Source: an optimization exercise on an open RTL-to-GDS flow (aim: small area). Production flows keep margins and buffers that such runs may drop. In this exercise RTL edits were held to simulation tests only and were not proved equivalent to the original. The clock cells of runs 2 to 6 come from the design's own scripts or RTL, not from TritonCTS. The flow treats the clock pin as an ideal source. Dropping or thinning the clock tree relies on that and would not hold on a real chip. No activity file was given, so power comes from the tool's default toggle rates.

### flow/flow/run.sh
#!/bin/bash
# Layout flow: the standard synthesis, then an area-only re-mapping of
# the combinational logic (registers untouched), then the standard ORFS
# steps with minimum-size port buffers and a small clock tree.
set -euo pipefail
W=$PWD
R=$W/orfs/results/sky130hd/mdc_if_top/base

# 1. standard synthesis, unchanged
bash standard.sh synth > 01_synth_standard.log 2>&1

# 2. re-map the combinational cells for area; flip-flops keep names and cells
cp $R/1_2_yosys.v $W/synth_standard.v
SYNTH_IN=$W/synth_standard.v SYNTH_OUT=$W/synth_remap.v ABC_SCRIPT=$W/flow/area.abc \
  yosys -c $W/flow/remap.tcl > 02_remap.log 2>&1
cp $W/synth_remap.v $R/1_2_yosys.v
rm -f $R/1_synth.odb $R/1_synth.sdc

# 3. the rest of the standard flow
export BUFFER_PORTS_ARGS="-buffer_cell sky130_fd_sc_hd__buf_1"
export CTS_ARGS="-sink_clustering_enable -repair_clock_nets -dont_use_dummy_load -root_buf sky130_fd_sc_hd__clkbuf_4 -buf_list sky130_fd_sc_hd__clkbuf_4"
bash standard.sh > 03_layout.log 2>&1
### flow/flow/area.abc
strash
&get -n
&dch -f
&nf -R 1000
&put
### flow/flow/remap.tcl
# Re-map the combinational logic of the standard synthesis netlist for
# minimum area. Flip-flop cells are kept as black boxes, so their instance
# names, cell types and connections stay as the standard synthesis made them.
yosys -import
set lib /OpenROAD-flow-scripts/flow/platforms/sky130hd/lib/sky130_fd_sc_hd__tt_025C_1v80.lib
read_liberty -ignore_miss_func $lib
blackbox sky130_fd_sc_hd__df* sky130_fd_sc_hd__edf* sky130_fd_sc_hd__sdf* sky130_fd_sc_hd__dl*
read_verilog $::env(SYNTH_IN)
hierarchy -top mdc_if_top
flatten
opt -purge
abc -liberty $lib -dont_use *probe* -dont_use *lpflow* -script $::env(ABC_SCRIPT)
opt_clean -purge
write_verilog -noattr -selected -nohex -nodec $::env(SYNTH_OUT).tmp.v

design -reset
read_liberty -lib $lib
read_verilog $::env(SYNTH_OUT).tmp.v
hierarchy -top mdc_if_top
opt_clean -purge
yosys rename -hide w:*.*
opt_clean -purge
hilomap -singleton -hicell sky130_fd_sc_hd__conb_1 HI -locell sky130_fd_sc_hd__conb_1 LO
insbuf -buf sky130_fd_sc_hd__buf_1 A X
opt_clean -purge
tee -o $::env(SYNTH_OUT).stat stat -liberty $lib
check -assert -mapped
write_verilog -noattr -nohex -nodec $::env(SYNTH_OUT)
### flow/standard.sh
#!/bin/bash
# synth_recipe.tcl (not shown) runs the flow's synth.tcl, then flattens the netlist and writes it again
# the make line also repeats each setting of config.mk as NAME=value (left out here)
make -C /OpenROAD-flow-scripts/flow DESIGN_CONFIG=/design/flow/config.mk WORK_HOME=/design/flow/orfs CLKGATE_MAP_FILE= SYNTH_SCRIPT=/design/flow/synth_recipe.tcl "${@:-finish}"
### flow/config.mk
export PLATFORM = sky130hd
export DESIGN_NAME = mdc_if_top
export DESIGN_NICKNAME = mdc_if_top
export VERILOG_FILES = /design/flow/design.v
export SDC_FILE = /design/flow/constraint.sdc
export NUM_CORES = 4
export LEC_CHECK = 0
export CAP_MARGIN = 20
export CORE_MARGIN = 2
export CORE_UTILIZATION = 40
export SLEW_MARGIN = 20
### flow/constraint.sdc
create_clock -name core_clock -period 20.0 [get_ports {clk_8_3mhz}]
set_input_delay 4.0000 -clock core_clock [delete_from_list [all_inputs] [get_ports {clk_8_3mhz}]]
set_output_delay 4.0000 -clock core_clock [all_outputs]
set_load 0.01 [all_outputs]
### flow/design.v
`timescale 1ns / 1ps
module mdc_if_top(
    input clk_8_3mhz,
    input reset_n,
    input mdio_in,
    output reg [15:0] read_reg_data,
    output read_valid,
    output busy,
    output mdio_out,
    output read_en
    );
reg [6:0] c;
reg [3:0] f;
reg [15:0] sr;
wire done = f[3] & f[2] & f[1];
wire rd   = f[0];
always @(posedge clk_8_3mhz)
begin
  if (!reset_n) begin
    c <= 7'd21;
    f <= 4'd15;
  end else begin
    c <= (&c) ? 7'd20 : c + 7'd1;
    if (c == 7'd27 && f != 4'd14)
      f <= f + 4'd1;
  end
end
reg [4:0] addr;
reg [15:0] data;
always @*
begin
  case (f[3:1])
    3'd0: begin addr = 5'h00; data = 16'hA000; end
    3'd1: begin addr = 5'h10; data = 16'h1023; end
    3'd2: begin addr = 5'h16; data = 16'h0002; end
    3'd3: begin addr = 5'h15; data = 16'h3000; end
    3'd4: begin addr = 5'h00; data = 16'hA000; end
    3'd5: begin addr = 5'h04; data = 16'h0081; end
    3'd6: begin addr = 5'h02; data = 16'h0000; end
    default: begin addr = 5'h1F; data = 16'hFFFF; end
  endcase
end
wire [31:0] frame = {2'b01, rd ? 2'b10 : 2'b01, 5'b00011, addr, 2'b10, data};
wire bit_out = frame[~c[4:0]];
assign mdio_out = ~reset_n | ~(c[6:5] == 2'b10) | bit_out | done;
assign busy = ~done & ~(c >= 7'd23 && c <= 7'd27);
assign read_en = reset_n & rd & (c == 7'd78 || (c >= 7'd80 && c <= 7'd96));
assign read_valid = rd & (c == 7'd20);
always @(posedge clk_8_3mhz)
  sr <= {sr[14:0], (rd && c[6:4] == 3'b101) ? mdio_in : sr[15]};
wire ld = rd & (&c);
wire ld1 = reset_n & ld;
wire ld0 = reset_n & ~ld;
always @(posedge clk_8_3mhz)
  read_reg_data <= ({16{ld1}} & {sr[14:0], sr[15]}) | ({16{ld0}} & read_reg_data);
endmodule
==> results.cfg, run 1 <==
[setup_path]
cp_slowest_cell = buf_1
path_cells = buf_1 > nand3_1 > a21oi_1 > buf_1
cpMostUsedCell = buf_1
regToRegSetupSlack_ps = 17620
r2r_cells = 5
slowest_delay_ps = 310
critPathKind = input port to output port
cp_max_fo = 10
arrival_ps = 4830
crit_buf_inv = 2
endpoint_kind = output port
cp_data_required_time_ps = 16000
path_depth = 4
start_kind = input port
cp_top_family = buffers and inverters

[global_route]
grt_usage = 0.146
grt_pass1_wl_um = 4750
grt_antenna_before_repair = 0
grt_max_degree = 17
grt_pass1_vias = 1010
overflow = 0

[floorplan]
dieArea_um2 = 4130
io_pins = 23
rows = 21
die_h_um = 64.3
chipWidth_um = 64.3
start_util = 0.425
core_area_um2 = 3420

[routing]
met3_length_um = 206
drt-met1-wl_um = 1350
route.detailed.drc = 0
topRoutingLayerUsed = met4
drtIter0Drc = 67
drt-total-wl_um = 2850
via_per_inst = 5.51
met2_length_um = 1260
firstDrtPassIters = 4
ant_nets = 0
routedWlPerCell_um = 13.4
vias = 1173

[cts]
numCtsBuffers = 5
cts_setup_buffers = 0
worst_skew_pair.late_latency_ps = 330
ctsHoldBuffers = 0
clockRootBuffer = clkbuf_4
clockBufferDepth = 2
cts_tree = built
clk_pin_slew_ps = 110
cts_sinks = 43
ctsResizeCount = 0
htreeDepth = 2

[sta]
rsz0062_at_grt = no
period_share = 0.441
tns_ps = 0
setup_viol = 0
skew_ps = 20.8
hold_violations = 0
max_freq_mhz = 113
worstMarginPinSlew_ps = 686
fin_crit_ps = 8830
maxSlewHeadroom = 0.541
report.final.slew_viol_count = 0
worst_slack_ps = 11170

[layout]
diodes = 0
fin_nets = 172
drive_above_1_share = 0.0419
postLayoutCellArea_um2 = 1640
final_cell_mix = dfxtp_1 (43), buf_1 (22), a22o_1 (16)
areaGrowthSynthToFinish_pct = 12.7
fin_util = 0.479
final_common_cell = dfxtp_1
fin_cells = 213

[placement]
gp_congestion = 0.851
post-place-cells = 208
dpl_cell_area_um2 = 1590
port_buffers = 22
place_ws_ps = 11190
dp_hpwl_um = 1900

[synthesis]
synthCells = 140
netlist_area_um2 = 1450
syn_avg_cell_area_um2 = 10.4
synth_nets = 143
yosys_warnings = 1

[power_and_ir_drop]
p_leak_nw = 0.601
power.density_nw_per_um2 = 80.5
ir_drop_mv = 0.0429

[worst_hold_path]
hold_depth = 0
hp-class = register to register

[outcome]
status = no timing/DRC/antenna violations

[flow_run]
drv_cap = 0
## per-stage QoR
stage / hold slack [ps] / power, mW
floorplan: 331 / 0.0963
global placement: 333 / 0.0987
detailed placement: 337 / 0.0988
CTS: 350 / 0.134
global route: 356 / 0.139
finish: 348 / 0.132
## sequential cells by signal, indices dropped and copies added, names as in the netlist
signal	flops
c	7
f	4
sr	16
read_reg_data	16
## path summary, 6_finish.rpt
path,end,start
max,read_en,reset_n
min,sr[15],sr[14]
max reg2reg,read_reg_data[13],c[1]
min reg2reg,sr[15],sr[14]
## report_power, final
group	internal (mW)	switching [mW]	leakage, nW	total, mW
Combinational	0.00298	0.00418	0.230	0.00715
Sequential	0.0869	0.00300	0.348	0.0899
Clock	0.0118	0.0230	0.0230	0.0348
## layer usage
layer / global-route usage / vias to the layer above
met5: 0 / -
met3: 0.0458 / 6
met1: 0.211 / 537
met2: 0.199 / 52
met4: 0.0638 / 0
li1: - / 578
## layout make-up
cell class,instances,area [um^2]
multi-input combinational,94,587
clock buffer,5,37.5
sequential,43,861
tap,46,57.6
inverter,3,11.3
timing repair buffer,22,82.6
fill,342,1780
==> run 2, diff against run 1 <==
--- a/flow/flow/run.sh
+++ b/flow/flow/run.sh
@@ -2,5 +2,6 @@
 # Layout flow: the standard synthesis, then an area-only re-mapping of
 # the combinational logic (registers untouched), then the standard ORFS
-# steps with minimum-size port buffers and a small clock tree.
+# steps with minimum-size port buffers and a one-level clock tree
+# (clock_tree.tcl replaces the tree CTS builds).
 set -euo pipefail
 W=$PWD
@@ -20,3 +21,4 @@
 export BUFFER_PORTS_ARGS="-buffer_cell sky130_fd_sc_hd__buf_1"
 export CTS_ARGS="-sink_clustering_enable -repair_clock_nets -dont_use_dummy_load -root_buf sky130_fd_sc_hd__clkbuf_4 -buf_list sky130_fd_sc_hd__clkbuf_4"
+export POST_CTS_TCL=$W/flow/clock_tree.tcl CLKTREE_NBUF=2 CLKTREE_CELL=sky130_fd_sc_hd__clkbuf_8 CLKTREE_PORT=clk_8_3mhz
 bash standard.sh > 03_layout.log 2>&1
==> flow/flow/area.abc (replaced) <==
strash
&get -n
&deepsyn -T 60
&dch -f
&nf -R 1000
&put
==> flow/flow/clock_tree.tcl (new file) <==
# Replace the clock tree CTS built with a one-level tree: the clock port
# drives CLKTREE_NBUF buffers (CLKTREE_CELL), each placed at the centre of
# the flip-flops it drives. The flip-flops are split into groups by position.
set block [ord::get_db_block]
set db [ord::get_db]
set nbuf $::env(CLKTREE_NBUF)
set master [$db findMaster $::env(CLKTREE_CELL)]
set clk_port_net [$block findNet $::env(CLKTREE_PORT)]

# collect the clock sinks and the CTS buffers below the port
set sinks {}
set bufs {}
set todo [list $clk_port_net]
while {[llength $todo]} {
  set net [lindex $todo 0]
  set todo [lrange $todo 1 end]
  foreach it [$net getITerms] {
    set inst [$it getInst]
    set mname [[$inst getMaster] getName]
    if {[string match "sky130_fd_sc_hd__clkbuf_*" $mname] || [string match "sky130_fd_sc_hd__clkinv_*" $mname] || [string match "sky130_fd_sc_hd__buf_*" $mname]} {
      if {[$it isOutputSignal]} { continue }
      if {[lsearch $bufs $inst] < 0} {
        lappend bufs $inst
        lappend todo [[$inst findITerm X] getNet]
      }
    } else {
      if {[$it isInputSignal]} { lappend sinks $it }
    }
  }
}
puts "clock_tree: [llength $sinks] sinks, removing [llength $bufs] CTS cells"
foreach b $bufs {
  set onet [[$b findITerm X] getNet]
  foreach it [$b getITerms] { $it disconnect }
  odb::dbInst_destroy $b
  if {$onet != "NULL" && $onet != $clk_port_net} { odb::dbNet_destroy $onet }
}
foreach it $sinks { $it disconnect }

# split the sinks into nbuf groups of near-equal size by recursive
# bisection along the longer side of each group's bounding box
set items {}
foreach it $sinks {
  set box [[$it getInst] getBBox]
  lappend items [list [expr {([$box xMin] + [$box xMax]) / 2}] [expr {([$box yMin] + [$box yMax]) / 2}] $it]
}
proc split_groups {items k} {
  if {$k <= 1} { return [list $items] }
  set xs {}; set ys {}
  foreach e $items { lappend xs [lindex $e 0]; lappend ys [lindex $e 1] }
  set xs [lsort -integer $xs]; set ys [lsort -integer $ys]
  set axis [expr {([lindex $xs end] - [lindex $xs 0]) >= ([lindex $ys end] - [lindex $ys 0]) ? 0 : 1}]
  set items [lsort -integer -index $axis $items]
  set k1 [expr {$k / 2}]
  set n1 [expr {[llength $items] * $k1 / $k}]
  return [concat [split_groups [lrange $items 0 [expr {$n1 - 1}]] $k1] \
                 [split_groups [lrange $items $n1 end] [expr {$k - $k1}]]]
}
set groups [split_groups $items $nbuf]
for {set g 0} {$g < $nbuf} {incr g} {
  set grp [lindex $groups $g]
  set net [odb::dbNet_create $block "clknet_leaf_$g"]
  $net setSigType CLOCK
  set inst [odb::dbInst_create $block $master "clkbuf_leaf_$g"]
  [$inst findITerm A] connect $clk_port_net
  [$inst findITerm X] connect $net
  set sx 0; set sy 0
  foreach e $grp {
    [lindex $e 2] connect $net
    set sx [expr {$sx + [lindex $e 0]}]
    set sy [expr {$sy + [lindex $e 1]}]
  }
  set cnt [llength $grp]
  $inst setLocation [expr {$sx / $cnt}] [expr {$sy / $cnt}]
  $inst setPlacementStatus PLACED
  puts "clock_tree: clkbuf_leaf_$g drives $cnt sinks"
}
$clk_port_net setSigType CLOCK
detailed_placement
check_placement -verbose
estimate_parasitics -placement
repair_timing -hold
detailed_placement
check_placement -verbose
report_clock_skew
==> results.cfg, run 2 <==
[layout]
fin_cells = 207
areaGrowthSynthToFinish_pct = 12.4
fillers = 349
final_cell_mix = dfxtp_1 (43), buf_1 (22), a22o_1 (16)
drive_above_1_share = 0.0248
postLayoutCellArea_um2 = 1610
reg.largest.list = read_reg_data (16), sr (16), c (7)
final_common_cell = dfxtp_1
diodes = 0
fin_nets = 166
fin_util = 0.474

[routing]
firstDrtPassIters = 4
drtIter0Drc = 105
vias = 1088
routedWlPerCell_um = 13.3
ant_nets = 0
route.detailed.drc = 0
via_per_inst = 5.26
drt-total-wl_um = 2750

[placement]
port_buffers = 22
dp_hpwl_um = 1940
gp_congestion = 0.831
post-place-cells = 205
place_ws_ps = 11260
dpl_cell_area_um2 = 1580

[global_route]
grt_max_degree = 23
grt_pass1_wl_um = 4750
grt_antenna_before_repair = 0
grt_usage = 0.144
overflow = 0
grt_pass1_vias = 1025

[sta]
skew_ps = 1.97
maxSlewHeadroom = 0.556
tns_ps = 0
setup_viol = 0
period_share = 0.438
rsz0062_at_grt = no
hold_violations = 0
whs_ps = 359
fin_crit_ps = 8760
worst_slack_ps = 11240
max_freq_mhz = 114
report.final.slew_viol_count = 0
worstMarginPinSlew_ps = 662

[power_and_ir_drop]
ir_drop_mv = 0.0414
power.density_nw_per_um2 = 88.4
finalPower_mw = 0.142
p_leak_nw = 0.602

[floorplan]
rows = 21
core_area_um2 = 3390
chipWidth_um = 63.8
io_pins = 23
dieArea_um2 = 4070
start_util = 0.422
die_h_um = 63.8

[setup_path]
cp_slowest_cell = buf_1
cp_top_family = buffers and inverters
r2r_cells = 9
cpMostUsedCell = buf_1
critPathKind = input port to output port
cp_data_required_time_ps = 16000
reg2reg_to = f[3]
r2r-start = c[0]
path_cells = buf_1 > nand3_1 > nor2_1 > buf_1
start_kind = input port
arrival_ps = 4760
crit_buf_inv = 2
endpoint_kind = output port
path_depth = 4
cp_max_fo = 10
slowest_delay_ps = 290
regToRegSetupSlack_ps = 17210

[cts]
clk_pin_slew_ps = 120
cts_sinks = 43
worst_skew_pair.late_latency_ps = 170

[synthesis]
netlist_area_um2 = 1430
yosys_warnings = 1
synth_nets = 139
syn_avg_cell_area_um2 = 10.5
synthCells = 136

[flow_run]
drv_cap = 0

[worst_hold_path]
hold_depth = 0
hp-start = sr[13]
hold_end = sr[14]
hp-class = register to register

[outcome]
status = no timing/DRC/antenna violations
[run 2: cell type report]
type | count | area [um^2] | area share
well taps | 46 | 57.6 | 0.0358
plain buffers | 2 | 27.5 | 0.0171
inverters | 3 | 11.3 | 0.00701
repair buffers | 23 | 90.1 | 0.0561
multi-input cells | 90 | 559 | 0.348
flip-flops and latches | 43 | 861 | 0.536
[run 2: worst max path at each step]
stage,from,endpoint
after global placement,reset_n,read_en
after detailed placement,reset_n,read_en
final,reset_n,read_en
after floorplan,reset_n,read_en
after global routing,reset_n,read_en
[run 2: layer usage]
| layer | vias up | share of wire | routed length, um | track usage |
|---|---|---|---|---|
| met4 | 0 | 0.016 | 43 | 0.0408 |
| met3 | 4 | 0.036 | 100 | 0.0211 |
| met1 | 522 | 0.48 | 1310 | 0.194 |
| li1 | 546 | - | - | - |
| met2 | 16 | 0.47 | 1290 | 0.239 |
| met5 | - | 0 | 0 | 0 |
[run 2: worst reg2reg max path, cell delays in order, from the launching register on]
cell	delay, ps
dfxtp_1	580
nand2_1	130
nor2_1	450
nor2_1	80
nor4b_1	450
nor3b_1	310
and2_0	280
and3_1	220
xnor2_1	120
nand2_1	70
[run 2: power by group]
part / leakage, nW / total, mW / internal [mW] / switching (mW)
Sequential: 0.348 / 0.0940 / 0.0884 / 0.00561
Combinational: 0.240 / 0.0182 / 0.00818 / 0.0100
Clock: 0.0144 / 0.0298 / 0.00941 / 0.0204
Total: 0.602 / 0.142 / 0.106 / 0.0361
==> run 3, diff against run 2 <==
--- a/flow/design.v
+++ b/flow/design.v
@@ -38,5 +38,5 @@
     3'd5: begin addr = 5'h04; data = 16'h0081; end
     3'd6: begin addr = 5'h02; data = 16'h0000; end
-    default: begin addr = 5'h1F; data = 16'hFFFF; end
+    default: begin addr = 5'h05; data = 16'h2080; end  
   endcase
 end
--- a/flow/flow/run.sh
+++ b/flow/flow/run.sh
@@ -13,5 +13,6 @@
 # 2. re-map the combinational cells for area; flip-flops keep names and cells
 cp $R/1_2_yosys.v $W/synth_standard.v
-SYNTH_IN=$W/synth_standard.v SYNTH_OUT=$W/synth_remap.v ABC_SCRIPT=$W/flow/area.abc \
+SYNTH_IN=$W/synth_standard.v SYNTH_OUT=$W/synth_remap.v \
+  ABC_SCRIPTS="$(ls $W/flow/abc*.script | tr '\n' ' ')" \
   yosys -c $W/flow/remap.tcl > 02_remap.log 2>&1
 cp $W/synth_remap.v $R/1_2_yosys.v
==> flow/flow/abc1.script (new file) <==
strash
&get -n
&deepsyn -T 20
&dch -f
&nf -R 1000
&put
==> flow/flow/abc2.script (new file) <==
strash
&get -n
&deepsyn -T 20
&dch -f
&nf -R 1000
&put
strash
&get -n
&deepsyn -T 20
&dch -f
&nf -R 1000
&put
==> flow/flow/abc3.script (new file) <==
strash
&get -n
&deepsyn -T 20
&dc2
&dch -f
&nf -R 1000
&put
==> flow/flow/abc4.script (new file) <==
strash
collapse
sop
fx
strash
&get -n
&deepsyn -T 20
&dch -f
&nf -R 1000
&put
==> flow/flow/abc5.script (new file) <==
strash
collapse
strash
&get -n
&deepsyn -T 20
&dch -f
&nf -R 1000
&put
--- a/flow/flow/remap.tcl
+++ b/flow/flow/remap.tcl
@@ -1,4 +1,5 @@
 # Re-map the combinational logic of the standard synthesis netlist for
-# minimum area. Flip-flop cells are kept as black boxes, so their instance
+# minimum area: each ABC script in ABC_SCRIPTS is tried and the smallest
+# result kept. Flip-flop cells are black boxes throughout, so their instance
 # names, cell types and connections stay as the standard synthesis made them.
 yosys -import
@@ -10,11 +11,28 @@
 flatten
 opt -purge
-abc -liberty $lib -dont_use *probe* -dont_use *lpflow* -script $::env(ABC_SCRIPT)
-opt_clean -purge
-write_verilog -noattr -selected -nohex -nodec $::env(SYNTH_OUT).tmp.v
+design -save base
+
+set best_area 1e18
+set best_file ""
+set i 0
+foreach script $::env(ABC_SCRIPTS) {
+  incr i
+  design -load base
+  abc -liberty $lib -dont_use *probe* -dont_use *lpflow* -script $script
+  opt_clean -purge
+  set st [tee -q -s result.string stat -liberty $lib]
+  regexp {Chip area for module '\\mdc_if_top': ([0-9.]+)} $st -> area
+  puts "remap: $script area $area"
+  write_verilog -noattr -selected -nohex -nodec $::env(SYNTH_OUT).try$i.v
+  if {$area < $best_area} {
+    set best_area $area
+    set best_file $::env(SYNTH_OUT).try$i.v
+  }
+}
+puts "remap: best $best_file area $best_area"
 
 design -reset
 read_liberty -lib $lib
-read_verilog $::env(SYNTH_OUT).tmp.v
+read_verilog $best_file
 hierarchy -top mdc_if_top
 opt_clean -purge
removed: flow/flow/area.abc
==> results.cfg, run 3 <==
[power_and_ir_drop]
seq_power_share = 0.673
finalPower_mw = 0.140
p_sw_mw = 0.0355
combPwrFrac = 0.110
p_leak_nw = 0.600
power.density_nw_per_um2 = 88.2
internal_power_mw = 0.105
clock_power_share = 0.217
switching_share = 0.254
ir_drop_mv = 0.0365

[worst_hold_path]
hp-start = sr[8]
hp-class = register to register

[routing]
ant_nets = 0
firstDrtPassIters = 4
via_per_inst = 5.30
route.detailed.drc = 0
routedWlPerCell_um = 13.7
drt-total-wl_um = 2810
vias = 1086
drtIter0Drc = 82

[placement]
dp_hpwl_um = 1970
port_buffers = 22
dpl_cell_area_um2 = 1560
gp_congestion = 0.791

[layout]
fin_util = 0.472
drive_above_1_share = 0.0252
final_common_cell = dfxtp_1
layout.area.seq_um2 = 861
fin_nets = 164
postLayoutCellArea_um2 = 1590
diodes = 0
fillers = 347
multi_input_area_um2 = 544
final_cell_mix = dfxtp_1 (43), buf_1 (22), a22o_1 (16)
reg.largest.list = read_reg_data (16), sr (16), c (7)
areaGrowthSynthToFinish_pct = 12.6

[global_route]
grt_usage = 0.148
grt_antenna_before_repair = 0
grt_max_degree = 23
grt_pass1_vias = 1049
overflow = 0
grt_pass1_wl_um = 4820

[sta]
fin_crit_ps = 8790
maxSlewHeadroom = 0.547
tns_ps = 0
max_freq_mhz = 114
hold_violations = 0
report.final.slew_viol_count = 0
worstMarginPinSlew_ps = 676
period_share = 0.439
skew_ps = 6.34
setup_viol = 0
rsz0062_at_grt = no

[floorplan]
core_area_um2 = 3360
chipWidth_um = 63.4
dieArea_um2 = 4020
io_pins = 23
start_util = 0.419
die_h_um = 63.4
rows = 21

[setup_path]
r2r-start = c[1]
startpoint = reset_n
cp_max_fo = 11
critPathKind = input port to output port
arrival_ps = 4790
cp_data_required_time_ps = 16000
cp_slowest_cell = buf_1
start_kind = input port
slowest_delay_ps = 280
cpMostUsedCell = buf_1
path_cells = buf_1 > nand3_1 > nor2_1 > buf_1
endpoint_kind = output port

[synthesis]
netlist_area_um2 = 1410
synthCells = 134
yosys_warnings = 1
synth_nets = 137
syn_avg_cell_area_um2 = 10.5

[flow_run]
drv_cap = 0

[cts]
worst_skew_pair.late_latency_ps = 170
cts_sinks = 43
clk_pin_slew_ps = 120

[outcome]
status = no timing/DRC/antenna violations
## run 3: through the flow
step / setup slack [ps] / hold WS [ps] / instances
finish: 11210 / 359 / 205
floorplan: 11680 / 331 / 134
global placement: 11250 / 333 / 203
global route: 11120 / 369 / 205
detailed placement: 11220 / 337 / 203
## run 3: worst paths after layout
check / end / slack (ps) / depth (start not counted)
worst max register to register: f[3] / 17890 / 7
worst min-delay path: sr[9] / 360 / 0
worst min register to register: sr[9] / 360 / 0
worst max-delay path: read_en / 11210 / 4
## run 3: layout make-up
type,count,area share
Tap cell,46,0.0362
Sequential cell,43,0.542
Timing Repair Buffer,23,0.0567
Buffer,2,0.0173
Multi-Input combinational cell,89,0.343
Inverter,2,0.00473
## run 3: worst max-delay path, delay by kind of cell
| family | cells | cell delay [ps] |
|---|---|---|
| simple gates | 2 | 340 |
| buf+inv | 2 | 440 |
## run 3: power by group through the flow
stage | sequential, mW | clock (mW) | combinational, mW
finish | 0.0943 | 0.0303 | 0.0155
floorplan | 0.0943 | 0 | 0.0123
detailed placement | 0.0961 | 0 | 0.0154
global route | 0.0950 | 0.0335 | 0.0178
global placement | 0.0958 | 0 | 0.0148
## run 3: metal layers
metal | part of all wire | track usage | up-vias | routed length [um]
met5 | 0 | 0 | - | 0
met2 | 0.45 | 0.242 | 26 | 1250
li1 | - | - | 542 | -
met3 | 0.040 | 0.0196 | 3 | 113
met4 | 0.010 | 0.0408 | 0 | 29
met1 | 0.50 | 0.206 | 515 | 1420
==> run 4, diff against run 3 <==
--- a/flow/flow/run.sh
+++ b/flow/flow/run.sh
@@ -1,7 +1,3 @@
 #!/bin/bash
-# Layout flow: the standard synthesis, then an area-only re-mapping of
-# the combinational logic (registers untouched), then the standard ORFS
-# steps with minimum-size port buffers and a one-level clock tree
-# (clock_tree.tcl replaces the tree CTS builds).
 set -euo pipefail
 W=$PWD
@@ -22,4 +18,4 @@
 export BUFFER_PORTS_ARGS="-buffer_cell sky130_fd_sc_hd__buf_1"
 export CTS_ARGS="-sink_clustering_enable -repair_clock_nets -dont_use_dummy_load -root_buf sky130_fd_sc_hd__clkbuf_4 -buf_list sky130_fd_sc_hd__clkbuf_4"
-export POST_CTS_TCL=$W/flow/clock_tree.tcl CLKTREE_NBUF=2 CLKTREE_CELL=sky130_fd_sc_hd__clkbuf_8 CLKTREE_PORT=clk_8_3mhz
+export POST_CTS_TCL=$W/flow/clock_tree.tcl CLKTREE_CANDIDATES="2 sky130_fd_sc_hd__clkbuf_8 4 sky130_fd_sc_hd__clkbuf_4 3 sky130_fd_sc_hd__clkbuf_8 4 sky130_fd_sc_hd__clkbuf_8" CLKTREE_MAX_SLEW=0.112 CLKTREE_PORT=clk_8_3mhz
 bash standard.sh > 03_layout.log 2>&1
==> flow/flow/clock_tree.tcl (replaced) <==
# Replace the clock tree CTS built with a one-level tree: the clock port
# drives a few buffers, each placed at the centre of the flip-flops it
# drives, the flip-flops split into groups by position. The candidates in
# CLKTREE_CANDIDATES ("count cell" pairs, smallest area first) are tried in
# turn; the first whose estimated clock-pin slew stays under
# CLKTREE_MAX_SLEW (ns) is kept.
set block [ord::get_db_block]
set db [ord::get_db]
set clk_port_net [$block findNet $::env(CLKTREE_PORT)]

proc tree_cells {root} {
  # buffers and sinks below root
  set sinks {}; set bufs {}
  set todo [list $root]
  while {[llength $todo]} {
    set net [lindex $todo 0]
    set todo [lrange $todo 1 end]
    foreach it [$net getITerms] {
      if {[$it isOutputSignal]} { continue }
      set inst [$it getInst]
      set mname [[$inst getMaster] getName]
      if {[regexp {^sky130_fd_sc_hd__(clkbuf|clkinv|buf|inv|clkdlybuf)} $mname]} {
        if {[lsearch $bufs $inst] < 0} {
          lappend bufs $inst
          foreach o [$inst getITerms] {
            if {[$o isOutputSignal]} { lappend todo [$o getNet] }
          }
        }
      } else {
        lappend sinks $it
      }
    }
  }
  return [list $sinks $bufs]
}

proc rip_tree {root} {
  lassign [tree_cells $root] sinks bufs
  foreach b $bufs {
    set onets {}
    foreach o [$b getITerms] {
      if {[$o isOutputSignal]} { lappend onets [$o getNet] }
    }
    foreach it [$b getITerms] { $it disconnect }
    odb::dbInst_destroy $b
    foreach n $onets {
      if {$n != "NULL" && $n != $root} { odb::dbNet_destroy $n }
    }
  }
  foreach it $sinks { $it disconnect }
  return $sinks
}

proc split_groups {items k} {
  if {$k <= 1} { return [list $items] }
  set xs {}; set ys {}
  foreach e $items { lappend xs [lindex $e 0]; lappend ys [lindex $e 1] }
  set xs [lsort -integer $xs]; set ys [lsort -integer $ys]
  set axis [expr {([lindex $xs end] - [lindex $xs 0]) >= ([lindex $ys end] - [lindex $ys 0]) ? 0 : 1}]
  set items [lsort -integer -index $axis $items]
  set k1 [expr {$k / 2}]
  set n1 [expr {[llength $items] * $k1 / $k}]
  return [concat [split_groups [lrange $items 0 [expr {$n1 - 1}]] $k1] \
                 [split_groups [lrange $items $n1 end] [expr {$k - $k1}]]]
}

proc build_tree {root sinks nbuf cell} {
  set block [ord::get_db_block]
  set master [[ord::get_db] findMaster $cell]
  set items {}
  foreach it $sinks {
    set box [[$it getInst] getBBox]
    lappend items [list [expr {([$box xMin] + [$box xMax]) / 2}] [expr {([$box yMin] + [$box yMax]) / 2}] $it]
  }
  set groups [split_groups $items $nbuf]
  for {set g 0} {$g < $nbuf} {incr g} {
    set grp [lindex $groups $g]
    set net [odb::dbNet_create $block "clknet_leaf_$g"]
    $net setSigType CLOCK
    set inst [odb::dbInst_create $block $master "clkbuf_leaf_$g"]
    [$inst findITerm A] connect $root
    [$inst findITerm X] connect $net
    set sx 0; set sy 0
    foreach e $grp {
      [lindex $e 2] connect $net
      set sx [expr {$sx + [lindex $e 0]}]
      set sy [expr {$sy + [lindex $e 1]}]
    }
    set cnt [llength $grp]
    $inst setLocation [expr {$sx / $cnt}] [expr {$sy / $cnt}]
    $inst setPlacementStatus PLACED
    puts "clock_tree: clkbuf_leaf_$g ($cell) drives $cnt sinks"
  }
}

proc max_clk_slew {sinks} {
  set mx 0
  foreach it $sinks {
    set pin [get_pins [[$it getInst] getName]/[[$it getMTerm] getName]]
    set s [get_property $pin slew_max]
    if {$s > $mx} { set mx $s }
  }
  return $mx
}

$clk_port_net setSigType CLOCK
set sinks [rip_tree $clk_port_net]
puts "clock_tree: [llength $sinks] sinks"
set ncand [llength $::env(CLKTREE_CANDIDATES)]
set ci 0
foreach {nbuf cell} $::env(CLKTREE_CANDIDATES) {
  incr ci 2
  build_tree $clk_port_net $sinks $nbuf $cell
  detailed_placement
  estimate_parasitics -placement
  set s [max_clk_slew $sinks]
  puts "clock_tree: $nbuf x $cell: estimated clock-pin slew $s"
  if {$s <= $::env(CLKTREE_MAX_SLEW) || $ci >= $ncand} { break }
  set sinks [rip_tree $clk_port_net]
}
check_placement -verbose
estimate_parasitics -placement
repair_timing -hold
detailed_placement
check_placement -verbose
report_clock_skew
--- a/flow/config.mk
+++ b/flow/config.mk
@@ -6,6 +6,7 @@
 export NUM_CORES = 4
 export LEC_CHECK = 0
-export CAP_MARGIN = 20
+export CAP_MARGIN = 0
 export CORE_MARGIN = 2
 export CORE_UTILIZATION = 40
-export SLEW_MARGIN = 20
+export GPL_TIMING_DRIVEN = 0
+export SLEW_MARGIN = 0
==> results.cfg, run 4 <==
[outcome]
status = no timing/DRC/antenna violations

[global_route]
overflow = 0
grt_antenna_before_repair = 0
grt_pass1_wl_um = 4700
grt_usage = 0.145
grt_pass1_vias = 1012
grt_max_degree = 18

[layout]
drive_above_1_share = 0.0250
fin_util = 0.472
final_common_cell = dfxtp_1
fillers = 358
fin_nets = 165
reg.largest.list = read_reg_data (16), sr (16), c (7)
areaGrowthSynthToFinish_pct = 12.0
postLayoutCellArea_um2 = 1590
final_cell_mix = dfxtp_1 (43), buf_1 (22), a22o_1 (16)
diodes = 0

[floorplan]
rows = 21
chipWidth_um = 63.5
start_util = 0.421
io_pins = 23
core_area_um2 = 3360
dieArea_um2 = 4030
die_h_um = 63.5

[cts]
clk_pin_slew_ps = 100
cts_sinks = 43
worst_skew_pair.late_latency_ps = 160

[setup_path]
cp_top_family = buffers and inverters
endpoint_kind = output port
cpMostUsedCell = buf_1
critPathKind = input port to output port
slowest_delay_ps = 320
start_kind = input port
crit_buf_inv = 2
cp_slowest_cell = buf_1
cp_max_fo = 11
arrival_ps = 4970
cp_data_required_time_ps = 16000
path_cells = buf_1 > nand2_1 > nor2_1 > nand3_1 > a211o_1 > buf_1

[routing]
drt-total-wl_um = 2570
routedWlPerCell_um = 12.5
via_per_inst = 5.38
vias = 1109
route.detailed.drc = 0
drtIter0Drc = 53
ant_nets = 0
firstDrtPassIters = 4

[power_and_ir_drop]
ir_drop_mv = 0.0455
p_leak_nw = 0.601
finalPower_mw = 0.138
power.density_nw_per_um2 = 86.8

[sta]
max_freq_mhz = 112
worstMarginPinSlew_ps = 1110
rsz0062_at_grt = no
report.final.slew_viol_count = 0
setup_viol = 0
period_share = 0.448
skew_ps = 6.04
hold_violations = 0
maxSlewHeadroom = 0.259
tns_ps = 0
fin_crit_ps = 8970

[synthesis]
syn_avg_cell_area_um2 = 10.6
synth_nets = 137
netlist_area_um2 = 1420
synthCells = 134
yosys_warnings = 1

[placement]
port_buffers = 22
gp_congestion = 0.843
dpl_cell_area_um2 = 1560
dp_hpwl_um = 1770

[worst_hold_path]
hp-class = register to register

[flow_run]
drv_cap = 0
[run 4: worst reg2reg max path: cells and delay by family, from the launching register on]
kind	cells	cell delay [ps]
flip-flops	1	550
AND/OR/NAND/NOR	5	2020
AO/OA/AOI/OAI	1	310
[run 4: path summary, 6_finish.rpt]
| kind | from | end | slack [ps] | cells past startpoint |
|---|---|---|---|---|
| setup / recovery | reset_n | mdio_out | 11030 | 6 |
| hold / removal | sr[9] | sr[10] | 350 | 0 |
| setup reg to reg | c[1] | read_reg_data[7] | 17020 | 6 |
| hold reg to reg | sr[9] | sr[10] | 350 | 0 |
[run 4: cell type report]
| cell class | count | area (um^2) | area share |
|---|---|---|---|
| sequential | 43 | 861 | 0.543 |
| multi-input combinational | 89 | 548 | 0.345 |
| timing repair buffer | 22 | 82.6 | 0.0521 |
| tap | 46 | 57.6 | 0.0363 |
| buffer | 4 | 30.0 | 0.0189 |
| inverter | 2 | 7.51 | 0.00473 |
[run 4: report_power, final]
part	internal (mW)	switching, mW
combinational	0.00683	0.00857
sequential	0.0883	0.00547
clock	0.00959	0.0189
[run 4: through the flow]
stage                     std cells  setup slack, ps  hold slack (ps)
final                           206            11030              353
after global routing            206            10880              364
after detailed placement        202            11000              337
after global placement          202            11040              331
after floorplan                 134            11560              331
[run 4: routing by layer]
layer	share of wire	vias up	track usage
li1	-	550	-
met1	0.50	516	0.211
met2	0.43	39	0.204
met3	0.059	4	0.0357
met4	0.017	0	0.0571
met5	0	-	0
==> run 5, diff against run 4 <==
==> flow/flow/run.sh (replaced) <==
#!/bin/bash
set -euo pipefail
W=$PWD
R=$W/orfs/results/sky130hd/mdc_if_top/base

# 1. standard synthesis, unchanged
bash standard.sh synth > 01_synth_standard.log 2>&1

# 2. re-map the combinational cells for area; flip-flops keep names and cells.
#    Two starting points: the standard synthesis netlist, and the RTL
#    synthesized directly with its flip-flops renamed to the standard names.
cp $R/1_2_yosys.v $W/synth_standard.v
starts="$W/synth_standard.v"
if RTL_IN=$W/design.v RTL_OUT=$W/synth_rtl_raw.v yosys -c $W/flow/rtl_synth.tcl > 02a_rtl_synth.log 2>&1 &&
   python3 $W/flow/rename_flops.py $W/synth_standard.v $W/synth_rtl_raw.v $W/synth_rtl.v > 02b_rename_flops.log 2>&1; then
  starts="$starts $W/synth_rtl.v"
fi
best=""
best_area=""
k=0
for start in $starts; do
  k=$((k + 1))
  SYNTH_IN=$start SYNTH_OUT=$W/synth_remap$k.v \
    ABC_SCRIPTS="$(ls $W/flow/abc*.script | tr '\n' ' ')" REMAP_PASSES=1 \
    yosys -c $W/flow/remap.tcl > 02c_remap$k.log 2>&1 || continue
  area=$(sed -n "s/.*Chip area for module '.mdc_if_top': \([0-9.]*\).*/\1/p" $W/synth_remap$k.v.stat)
  echo "start $start: area $area" >> 02d_remap_choice.log
  if [ -z "$best" ] || awk "BEGIN {exit !($area < $best_area)}"; then
    best=$W/synth_remap$k.v
    best_area=$area
  fi
done
echo "kept $best ($best_area)" >> 02d_remap_choice.log
cp $best $W/synth_remap.v
cp $W/synth_remap.v $R/1_2_yosys.v
rm -f $R/1_synth.odb $R/1_synth.sdc

# 3. the rest of the standard flow
export BUFFER_PORTS_ARGS="-buffer_cell sky130_fd_sc_hd__buf_1"
export CTS_ARGS="-sink_clustering_enable -repair_clock_nets -dont_use_dummy_load -root_buf sky130_fd_sc_hd__clkbuf_4 -buf_list sky130_fd_sc_hd__clkbuf_4"
export POST_CTS_TCL=$W/flow/clock_tree.tcl CLKTREE_CANDIDATES="2 sky130_fd_sc_hd__clkbuf_8 3 sky130_fd_sc_hd__clkbuf_4 4 sky130_fd_sc_hd__clkbuf_4 5 sky130_fd_sc_hd__clkbuf_4" CLKTREE_MAX_SLEW=0.118 CLKTREE_PORT=clk_8_3mhz
bash standard.sh > 03_layout.log 2>&1
--- a/flow/flow/clock_tree.tcl
+++ b/flow/flow/clock_tree.tcl
@@ -1,8 +1,8 @@
 # Replace the clock tree CTS built with a one-level tree: the clock port
 # drives a few buffers, each placed at the centre of the flip-flops it
-# drives, the flip-flops split into groups by position. The candidates in
-# CLKTREE_CANDIDATES ("count cell" pairs, smallest area first) are tried in
-# turn; the first whose estimated clock-pin slew stays under
-# CLKTREE_MAX_SLEW (ns) is kept.
+# drives, the flip-flops split into groups by position. For each candidate
+# in CLKTREE_CANDIDATES ("count cell" pairs), the buffer of any group whose
+# estimated clock-pin slew is over CLKTREE_MAX_SLEW (ns) is upsized until
+# none is; the candidate with the smallest buffer area is kept.
 set block [ord::get_db_block]
 set db [ord::get_db]
@@ -65,7 +65,6 @@
 }
 
-proc build_tree {root sinks nbuf cell} {
+proc build_tree {root sinks cells} {
   set block [ord::get_db_block]
-  set master [[ord::get_db] findMaster $cell]
   set items {}
   foreach it $sinks {
@@ -73,7 +72,10 @@
     lappend items [list [expr {([$box xMin] + [$box xMax]) / 2}] [expr {([$box yMin] + [$box yMax]) / 2}] $it]
   }
+  set nbuf [llength $cells]
   set groups [split_groups $items $nbuf]
+  set result {}
   for {set g 0} {$g < $nbuf} {incr g} {
     set grp [lindex $groups $g]
+    set master [[ord::get_db] findMaster [lindex $cells $g]]
     set net [odb::dbNet_create $block "clknet_leaf_$g"]
     $net setSigType CLOCK
@@ -82,6 +84,8 @@
     [$inst findITerm X] connect $net
     set sx 0; set sy 0
+    set gs {}
     foreach e $grp {
       [lindex $e 2] connect $net
+      lappend gs [lindex $e 2]
       set sx [expr {$sx + [lindex $e 0]}]
       set sy [expr {$sy + [lindex $e 1]}]
@@ -90,6 +94,7 @@
     $inst setLocation [expr {$sx / $cnt}] [expr {$sy / $cnt}]
     $inst setPlacementStatus PLACED
-    puts "clock_tree: clkbuf_leaf_$g ($cell) drives $cnt sinks"
+    lappend result [list $inst $gs]
   }
+  return $result
 }
 
@@ -104,18 +109,49 @@
 }
 
+set upsize(sky130_fd_sc_hd__clkbuf_2) sky130_fd_sc_hd__clkbuf_4
+set upsize(sky130_fd_sc_hd__clkbuf_4) sky130_fd_sc_hd__clkbuf_8
+set upsize(sky130_fd_sc_hd__clkbuf_8) sky130_fd_sc_hd__clkbuf_16
+proc cell_area {name} {
+  set m [[ord::get_db] findMaster $name]
+  return [expr {[$m getWidth] * [$m getHeight]}]
+}
+
 $clk_port_net setSigType CLOCK
 set sinks [rip_tree $clk_port_net]
 puts "clock_tree: [llength $sinks] sinks"
-set ncand [llength $::env(CLKTREE_CANDIDATES)]
-set ci 0
+set best_cells {}
+set best_area 0
 foreach {nbuf cell} $::env(CLKTREE_CANDIDATES) {
-  incr ci 2
-  build_tree $clk_port_net $sinks $nbuf $cell
-  detailed_placement
-  estimate_parasitics -placement
-  set s [max_clk_slew $sinks]
-  puts "clock_tree: $nbuf x $cell: estimated clock-pin slew $s"
-  if {$s <= $::env(CLKTREE_MAX_SLEW) || $ci >= $ncand} { break }
-  set sinks [rip_tree $clk_port_net]
+  set cells [lrepeat $nbuf $cell]
+  while 1 {
+    set groups [build_tree $clk_port_net $sinks $cells]
+    detailed_placement
+    estimate_parasitics -placement
+    set worst -1; set worst_slew 0
+    for {set g 0} {$g < $nbuf} {incr g} {
+      set s [max_clk_slew [lindex $groups $g 1]]
+      if {$s > $::env(CLKTREE_MAX_SLEW) && $s > $worst_slew} { set worst $g; set worst_slew $s }
+    }
+    set sinks [rip_tree $clk_port_net]
+    if {$worst < 0} { break }
+    set c [lindex $cells $worst]
+    if {![info exists upsize($c)]} { set cells {}; break }
+    lset cells $worst $upsize($c)
+  }
+  if {[llength $cells] == 0} { continue }
+  set area 0
+  foreach c $cells { set area [expr {$area + [cell_area $c]}] }
+  puts "clock_tree: candidate $nbuf x $cell gives $cells, area $area"
+  if {[llength $best_cells] == 0 || $area < $best_area} {
+    set best_cells $cells
+    set best_area $area
+  }
+}
+puts "clock_tree: using $best_cells"
+set groups [build_tree $clk_port_net $sinks $best_cells]
+detailed_placement
+estimate_parasitics -placement
+for {set g 0} {$g < [llength $best_cells]} {incr g} {
+  puts "clock_tree: [[lindex $groups $g 0] getName] ([lindex $best_cells $g]) drives [llength [lindex $groups $g 1]] sinks, estimated slew [max_clk_slew [lindex $groups $g 1]]"
 }
 check_placement -verbose
==> flow/flow/remap.tcl (replaced) <==
# Re-map the combinational logic of the standard synthesis netlist for
# minimum area: each ABC script in ABC_SCRIPTS is tried and the smallest
# result kept. Each pass re-maps the smallest netlist of the pass before,
# for REMAP_PASSES passes, and the smallest netlist of all passes is kept. Flip-flop cells are
# black boxes throughout, so their instance names, cell types and
# connections stay as the standard synthesis made them.
yosys -import
set lib /OpenROAD-flow-scripts/flow/platforms/sky130hd/lib/sky130_fd_sc_hd__tt_025C_1v80.lib

proc load_gates {lib file} {
  design -reset
  read_liberty -ignore_miss_func $lib
  blackbox sky130_fd_sc_hd__df* sky130_fd_sc_hd__edf* sky130_fd_sc_hd__sdf* sky130_fd_sc_hd__dl*
  read_verilog $file
  hierarchy -top mdc_if_top
  flatten
  opt -purge
}

set best_area 1e18
set best_file ""
set cur $::env(SYNTH_IN)
for {set pass 1} {$pass <= $::env(REMAP_PASSES)} {incr pass} {
  load_gates $lib $cur
  design -save base
  set pass_area 1e18
  set pass_file ""
  set i 0
  foreach script $::env(ABC_SCRIPTS) {
    incr i
    design -load base
    abc -liberty $lib -dont_use *probe* -dont_use *lpflow* -script $script
    opt_clean -purge
    set st [tee -q -s result.string stat -liberty $lib]
    regexp {Chip area for module '\\mdc_if_top': ([0-9.]+)} $st -> area
    puts "remap: pass $pass $script area $area"
    if {$area < $pass_area} {
      set pass_area $area
      set pass_file $::env(SYNTH_OUT).pass${pass}_try$i.v
      write_verilog -noattr -selected -nohex -nodec $pass_file
    }
  }
  if {$pass_area < $best_area} {
    set best_area $pass_area
    set best_file $pass_file
  }
  puts "remap: after pass $pass best $best_file area $best_area"
  set cur $pass_file
}

design -reset
read_liberty -lib $lib
read_verilog $best_file
hierarchy -top mdc_if_top
opt_clean -purge
yosys rename -hide w:*.*
opt_clean -purge
hilomap -singleton -hicell sky130_fd_sc_hd__conb_1 HI -locell sky130_fd_sc_hd__conb_1 LO
insbuf -buf sky130_fd_sc_hd__buf_1 A X
opt_clean -purge
tee -o $::env(SYNTH_OUT).stat stat -liberty $lib
check -assert -mapped
write_verilog -noattr -nohex -nodec $::env(SYNTH_OUT)
==> flow/flow/rename_flops.py (new file) <==
#!/usr/bin/env python3
"""Give each flip-flop of a netlist the instance name the standard synthesis
gave the flip-flop that drives the same register net (its Q net).

usage: rename_flops.py STANDARD.v IN.v OUT.v
Exits with status 1, writing nothing, unless both netlists have the same
flip-flops: the same count, Q nets and cell types."""
import re
import sys

INST = re.compile(r'^(\s*)(sky130_fd_sc_hd__\w+)\s+(\S+)\s*\((.*?)\);', re.M | re.S)
QPIN = re.compile(r'\.Q\(\s*(.*?)\s*\)', re.S)


def norm(net):
    return net.strip().lstrip('\\').strip()


def aliases(text):
    """single-bit nets joined by assign statements: net -> set of names"""
    cls = {}
    for a, b in re.findall(r'^\s*assign\s+(\\?\S+(?:\s*\[\d+\])?)\s*=\s*(\\?\S+(?:\s*\[\d+\])?)\s*;', text, re.M):
        a, b = norm(a).replace(' ', ''), norm(b).replace(' ', '')
        if ':' in a or ':' in b or "'" in a or "'" in b:
            continue
        s = cls.get(a, {a}) | cls.get(b, {b})
        for n in s:
            cls[n] = s
    return cls


def flops(text):
    cls = aliases(text)
    out = {}
    for m in INST.finditer(text):
        cell, name, body = m.group(2), m.group(3), m.group(4)
        if not re.match(r'sky130_fd_sc_hd__(df|edf|sdf)', cell):
            continue
        q = QPIN.search(body)
        if not q:
            sys.exit('flip-flop %s without Q' % name)
        for n in cls.get(norm(q.group(1)).replace(' ', ''), {norm(q.group(1)).replace(' ', '')}):
            out[n] = (cell, name)
    return out


std_text = open(sys.argv[1]).read()
new_text = open(sys.argv[2]).read()
std = flops(std_text)
new = flops(new_text)
rename = {}
for q, (cell, name) in std.items():
    if q not in new or new[q][0] != cell:
        print('no flip-flop of type %s on net %s' % (cell, q))
        sys.exit(1)
    if rename.get(new[q][1], name) != name:
        print('flip-flop %s matches two standard names' % new[q][1])
        sys.exit(1)
    rename[new[q][1]] = name
if len(rename) != len(set(v[1] for v in std.values())) or \
        len(rename) != len(set(v[1] for v in new.values())):
    print('flip-flop counts differ')
    sys.exit(1)


def sub(m):
    indent, cell, name, body = m.groups()
    if name in rename:
        name = rename[name]
    return '%s%s %s (%s);' % (indent, cell, name, body)


out = INST.sub(sub, new_text)
open(sys.argv[3], 'w').write(out)
print('renamed %d flip-flops' % len(rename))
==> flow/flow/rtl_synth.tcl (new file) <==
# A second starting point for the area re-mapping: the RTL synthesized
# directly (flattened, without the fsm and share passes, as the standard
# synthesis does), its flip-flops mapped to the same cells. rename_flops.py
# then gives each flip-flop the name the standard synthesis gave it.
yosys -import
set lib /OpenROAD-flow-scripts/flow/platforms/sky130hd/lib/sky130_fd_sc_hd__tt_025C_1v80.lib
read_liberty -lib $lib
read_verilog $::env(RTL_IN)
synth -top mdc_if_top -flatten -nofsm -noshare
dfflibmap -liberty $lib -dont_use *probe* -dont_use *lpflow*
opt
abc -liberty $lib -dont_use *probe* -dont_use *lpflow*
opt_clean -purge
check -assert
write_verilog -noattr -nohex -nodec $::env(RTL_OUT)
==> results.cfg, run 5 <==
[sta]
maxSlewHeadroom = 0.223
period_share = 0.466
rsz0062_at_grt = no
tns_ps = 0
skew_ps = 26.2
worstMarginPinSlew_ps = 1160
report.final.slew_viol_count = 0
hold_violations = 0
whs_ps = 354
fin_crit_ps = 9320
setup_viol = 0
max_freq_mhz = 107

[power_and_ir_drop]
switching_share = 0.209
ir_drop_mv = 0.0409
combPwrFrac = 0.054
seq_power_share = 0.697
p_leak_nw = 0.587
power.density_nw_per_um2 = 80.9
internal_power_mw = 0.101
p_sw_mw = 0.0269
clock_power_share = 0.248

[routing]
vias = 1105
routedWlPerCell_um = 13.6
drt-total-wl_um = 2790
ant_nets = 0
route.detailed.drc = 0
via_per_inst = 5.39
firstDrtPassIters = 4
drtIter0Drc = 59

[setup_path]
start_kind = input port
critPathKind = input port to output port
cp_max_fo = 9
r2r-start = c[1]
cp_slowest_cell = a311o_1
endpoint_kind = output port
cp_data_required_time_ps = 16000
startpoint = reset_n
arrival_ps = 5320
cpMostUsedCell = buf_1
slowest_delay_ps = 300
path_cells = buf_1 > clkinv_1 > a21oi_1 > nand4_1 > a311o_1 > buf_1

[floorplan]
die_h_um = 63.4
start_util = 0.419
io_pins = 23
core_area_um2 = 3360
chipWidth_um = 63.4
rows = 21
dieArea_um2 = 4020

[synthesis]
syn_avg_cell_area_um2 = 10.6
synth_nets = 136
yosys_warnings = 1
netlist_area_um2 = 1410
synthCells = 133

[layout]
reg.largest.list = read_reg_data (16), sr (16), c (7)
layout.area.seq_um2 = 861
final_cell_mix = dfxtp_1 (43), buf_1 (22), a22o_1 (16)
drive_above_1_share = 0.0252
areaGrowthSynthToFinish_pct = 12.5
final_common_cell = dfxtp_1
fillers = 359
fin_nets = 164
diodes = 0
multi_input_area_um2 = 531

[cts]
worst_skew_pair.late_latency_ps = 160
cts_sinks = 43
clk_pin_slew_ps = 100

[placement]
dp_hpwl_um = 1890
port_buffers = 22
gp_congestion = 0.821

[global_route]
grt_pass1_wl_um = 4710
grt_max_degree = 18
grt_usage = 0.149
grt_use_met2 = 0.224
grt_pass1_vias = 997
grt-busiest-layer = met2
overflow = 0
grt_antenna_before_repair = 0
met1_usage = 0.205
use_met3 = 0.0357

[outcome]
status = no timing/DRC/antenna violations

[flow_run]
drv_cap = 0

[worst_hold_path]
hp-class = register to register
hp-start = sr[1]
-- run 5: metal layers --
metal / share of wire / wire length [um]
met5: 0 / 0
met4: 0.018 / 51
met3: 0.055 / 152
met2: 0.45 / 1250
met1: 0.48 / 1340
-- run 5: through the flow --
stage               instance area [um^2]  worst slack (ps)  total power [mW]   util  instances
floorplan                           1410             11360            0.0959      -        133
global placement                    1550             10690            0.0981  0.461        201
global route                        1590             10570             0.135  0.472        205
detailed placement                  1550             10710            0.0982  0.461        201
finish                              1590             10680             0.128  0.472        205
-- run 5: worst max-delay path: cells and delay by family --
family,cells,cell delay [ps]
buffers and inverters,3,630
AND/OR/NAND/NOR,1,120
AO/OA/AOI/OAI,2,550
-- run 5: layout make-up --
cell class                      count  share of cell area
Buffer                              4              0.0229
Inverter                            5              0.0118
Multi-Input combinational cell     85               0.334
Sequential cell                    43               0.543
Tap cell                           46              0.0363
Timing Repair Buffer               22              0.0521
-- run 5: power by group through the flow --
stage | combinational (mW) | clock [mW] | sequential (mW)
detailed placement | 0.00687 | 0 | 0.0914
floorplan | 0.00523 | 0 | 0.0907
finish | 0.00694 | 0.0319 | 0.0895
global route | 0.00796 | 0.0373 | 0.0898
global placement | 0.00678 | 0 | 0.0913
-- run 5: path summary, 6_finish.rpt --
check	endpoint	slack, ps	cells after the start
max	mdio_out	10680	6
min	sr[2]	350	0
max reg2reg	read_reg_data[13]	16840	6
min reg2reg	sr[2]	350	0
==> run 6, diff against run 5 <==
--- a/flow/flow/run.sh
+++ b/flow/flow/run.sh
@@ -39,4 +39,4 @@
 export BUFFER_PORTS_ARGS="-buffer_cell sky130_fd_sc_hd__buf_1"
 export CTS_ARGS="-sink_clustering_enable -repair_clock_nets -dont_use_dummy_load -root_buf sky130_fd_sc_hd__clkbuf_4 -buf_list sky130_fd_sc_hd__clkbuf_4"
-export POST_CTS_TCL=$W/flow/clock_tree.tcl CLKTREE_CANDIDATES="2 sky130_fd_sc_hd__clkbuf_8 3 sky130_fd_sc_hd__clkbuf_4 4 sky130_fd_sc_hd__clkbuf_4 5 sky130_fd_sc_hd__clkbuf_4" CLKTREE_MAX_SLEW=0.118 CLKTREE_PORT=clk_8_3mhz
+export POST_CTS_TCL=$W/flow/clock_tree.tcl CLKTREE_CANDIDATES="2 sky130_fd_sc_hd__clkbuf_8 3 sky130_fd_sc_hd__clkbuf_4 4 sky130_fd_sc_hd__clkbuf_4 5 sky130_fd_sc_hd__clkbuf_4" CLKTREE_MAX_SLEW=0.12 CLKTREE_PORT=clk_8_3mhz
 bash standard.sh > 03_layout.log 2>&1
--- a/flow/flow/clock_tree.tcl
+++ b/flow/flow/clock_tree.tcl
@@ -1,5 +1,5 @@
 # Replace the clock tree CTS built with a one-level tree: the clock port
 # drives a few buffers, each placed at the centre of the flip-flops it
-# drives, the flip-flops split into groups by position. For each candidate
+# drives, the flip-flops split into compact groups by position. For each candidate
 # in CLKTREE_CANDIDATES ("count cell" pairs), the buffer of any group whose
 # estimated clock-pin slew is over CLKTREE_MAX_SLEW (ns) is upsized until
@@ -65,4 +65,42 @@
 }
 
+# refine the groups: balanced k-means (each group at most ceil(n/k) sinks),
+# assigning the closest sink-centre pairs first, starting from the bisection
+proc kmeans_groups {items k} {
+  set groups [split_groups $items $k]
+  set n [llength $items]
+  set cap [expr {($n + $k - 1) / $k}]
+  for {set round 0} {$round < 20} {incr round} {
+    set centres {}
+    foreach grp $groups {
+      set sx 0; set sy 0
+      foreach e $grp { set sx [expr {$sx + [lindex $e 0]}]; set sy [expr {$sy + [lindex $e 1]}] }
+      lappend centres [list [expr {$sx / [llength $grp]}] [expr {$sy / [llength $grp]}]]
+    }
+    set pairs {}
+    for {set i 0} {$i < $n} {incr i} {
+      set e [lindex $items $i]
+      for {set g 0} {$g < $k} {incr g} {
+        set c [lindex $centres $g]
+        lappend pairs [list [expr {abs([lindex $e 0] - [lindex $c 0]) + abs([lindex $e 1] - [lindex $c 1])}] $i $g]
+      }
+    }
+    set pairs [lsort -integer -index 0 $pairs]
+    set done {}
+    set count [lrepeat $k 0]
+    set new [lrepeat $k {}]
+    foreach pr $pairs {
+      lassign $pr d i g
+      if {[dict exists $done $i] || [lindex $count $g] >= $cap} { continue }
+      dict set done $i 1
+      lset count $g [expr {[lindex $count $g] + 1}]
+      lset new $g [concat [lindex $new $g] [list [lindex $items $i]]]
+    }
+    if {$new eq $groups} { break }
+    set groups $new
+  }
+  return $groups
+}
+
 proc build_tree {root sinks cells} {
   set block [ord::get_db_block]
@@ -73,5 +111,5 @@
   }
   set nbuf [llength $cells]
-  set groups [split_groups $items $nbuf]
+  set groups [kmeans_groups $items $nbuf]
   set result {}
   for {set g 0} {$g < $nbuf} {incr g} {
@@ -131,4 +169,5 @@
     for {set g 0} {$g < $nbuf} {incr g} {
       set s [max_clk_slew [lindex $groups $g 1]]
+      puts "clock_tree: trying $cells: group $g ([llength [lindex $groups $g 1]] sinks) estimated slew $s"
       if {$s > $::env(CLKTREE_MAX_SLEW) && $s > $worst_slew} { set worst $g; set worst_slew $s }
     }
==> results.cfg, run 6 <==
[outcome]
status = no timing/DRC/antenna violations

[worst_hold_path]
hold_depth = 0
hp-start = sr[13]
hold_end = sr[14]
hp-class = register to register

[setup_path]
arrival_ps = 5300
reg2reg_to = read_reg_data[13]
endpoint_kind = output port
cp_max_fo = 9
r2r_cells = 6
start_kind = input port
critPathKind = input port to output port
regToRegSetupSlack_ps = 16880
r2r-start = c[1]
cp_data_required_time_ps = 16000

[global_route]
grt_pass1_vias = 976
grt_max_degree = 18
grt_pass1_wl_um = 4620
grt_usage = 0.144
grt_antenna_before_repair = 0
overflow = 0

[cts]
cts_sinks = 43
worst_skew_pair.late_latency_ps = 160
clk_pin_slew_ps = 100

[power_and_ir_drop]
finalPower_mw = 0.128
ir_drop_mv = 0.0415
p_leak_nw = 0.587
power.density_nw_per_um2 = 80.9

[floorplan]
chipWidth_um = 63.4
dieArea_um2 = 4020
die_h_um = 63.4
rows = 21
core_area_um2 = 3360
start_util = 0.419
io_pins = 23

[flow_run]
drv_cap = 0

[layout]
fin_util = 0.472
drive_above_1_share = 0.0252
final_cell_mix = dfxtp_1 (43), buf_1 (22), a22o_1 (16)
diodes = 0
fin_nets = 164
reg.largest.list = read_reg_data (16), sr (16), c (7)
areaGrowthSynthToFinish_pct = 12.5
final_common_cell = dfxtp_1

[synthesis]
synthCells = 133
netlist_area_um2 = 1410
syn_avg_cell_area_um2 = 10.6
synth_nets = 136
yosys_warnings = 1

[routing]
firstDrtPassIters = 4
via_per_inst = 5.38
ant_nets = 0
drtIter0Drc = 42
vias = 1103
route.detailed.drc = 0
drt-total-wl_um = 2740
routedWlPerCell_um = 13.4

[sta]
period_share = 0.465
tns_ps = 0
fin_crit_ps = 9300
worstMarginPinSlew_ps = 1140
maxSlewHeadroom = 0.239
hold_violations = 0
setup_viol = 0
report.final.slew_viol_count = 0
max_freq_mhz = 108
skew_ps = 30.3
rsz0062_at_grt = no

[placement]
port_buffers = 22
dp_hpwl_um = 1890
gp_congestion = 0.821
[run 6: where the power goes]
group	switching (mW)	internal, mW	total [mW]	leakage (nW)
Sequential	0.00252	0.0870	0.0895	0.348
Clock	0.0201	0.0118	0.0319	0.0210
Combinational	0.00425	0.00271	0.00696	0.218
[run 6: critical path, cell delays in order]
cell and delay (ps):
buf_1 290, clkinv_1 210, a21oi_1 250, nand4_1 120, a311o_1 300, buf_1 130
[run 6: final cells by class]
type	count	area (um^2)
buffer	4	36.3
fill	358	1780
inverter	5	18.8
multi-input combinational	85	531
sequential	43	861
tap	46	57.6
timing repair buffer	22	82.6
[run 6: routing by layer]
layer / share of wire / wire length [um] / GRT usage / vias up
met2: 0.45 / 1240 / 0.221 / 36
met3: 0.057 / 155 / 0.0357 / 4
met1: 0.48 / 1320 / 0.200 / 515
met5: 0 / 0 / 0 / -
met4: 0.0077 / 21 / 0.0408 / 0
li1: - / - / - / 548
[run 6: how the worst max path moves through the flow]
stage                       start        to  slack [ps]
after floorplan           reset_n  mdio_out       11360
after global placement    reset_n  mdio_out       10690
after detailed placement  reset_n  mdio_out       10710
after global routing      reset_n  mdio_out       10570
final                     reset_n  mdio_out       10700
[run 6: per-stage QoR]
step                area [um^2]  instances  hold slack, ps  worst slack (ps)
floorplan                  1410        133             331             11360
global placement           1550        201             332             10690
detailed placement         1550        201             338             10710
global route               1590        205             324             10570
finish                     1590        205             333             10700

[afterwards: timing with drivers on the ports]
The flow's constraints put no driver on any port. The routed layouts listed below were extracted and timed again, unchanged, in two steps.
Step 1, drivers: a clkbuf_16 drives clk_8_3mhz and a buf_2 each remaining input, both assumed.
Step 2 times the ports against the registers' clock, not the clock port: input delays grow and output delays shrink by t, the midpoint of the rising clock arrivals with the driver on.
Slacks: ideal / step 1 / step 2; pairs: ideal / step 1.
| run | shift t [ns] | slack for setup (ns) | hold slack, ns |
|---|---|---|---|
| run 1 | 0.347 | 11.174 / 11.148 / 11.148 | 0.348 / 0.348 / 0.348 |
| run 2 | 0.202 | 11.245 / 11.223 / 11.223 | 0.359 / 0.359 / 0.359 |
| run 3 | 0.204 | 11.214 / 11.190 / 11.190 | 0.359 / 0.359 / 0.359 |
| run 4 | 0.200 | 11.035 / 11.014 / 11.014 | 0.353 / 0.353 / 0.353 |
| run 5 | 0.195 | 10.682 / 10.657 / 10.657 | 0.354 / 0.354 / 0.354 |
| run 6 | 0.189 | 10.698 / 10.674 / 10.674 | 0.333 / 0.333 / 0.333 |
After both steps every run listed still meets setup and hold. The setup slack of run 1, which loses most, moves by -0.026 ns with the drivers and by -0.026 ns with both steps.
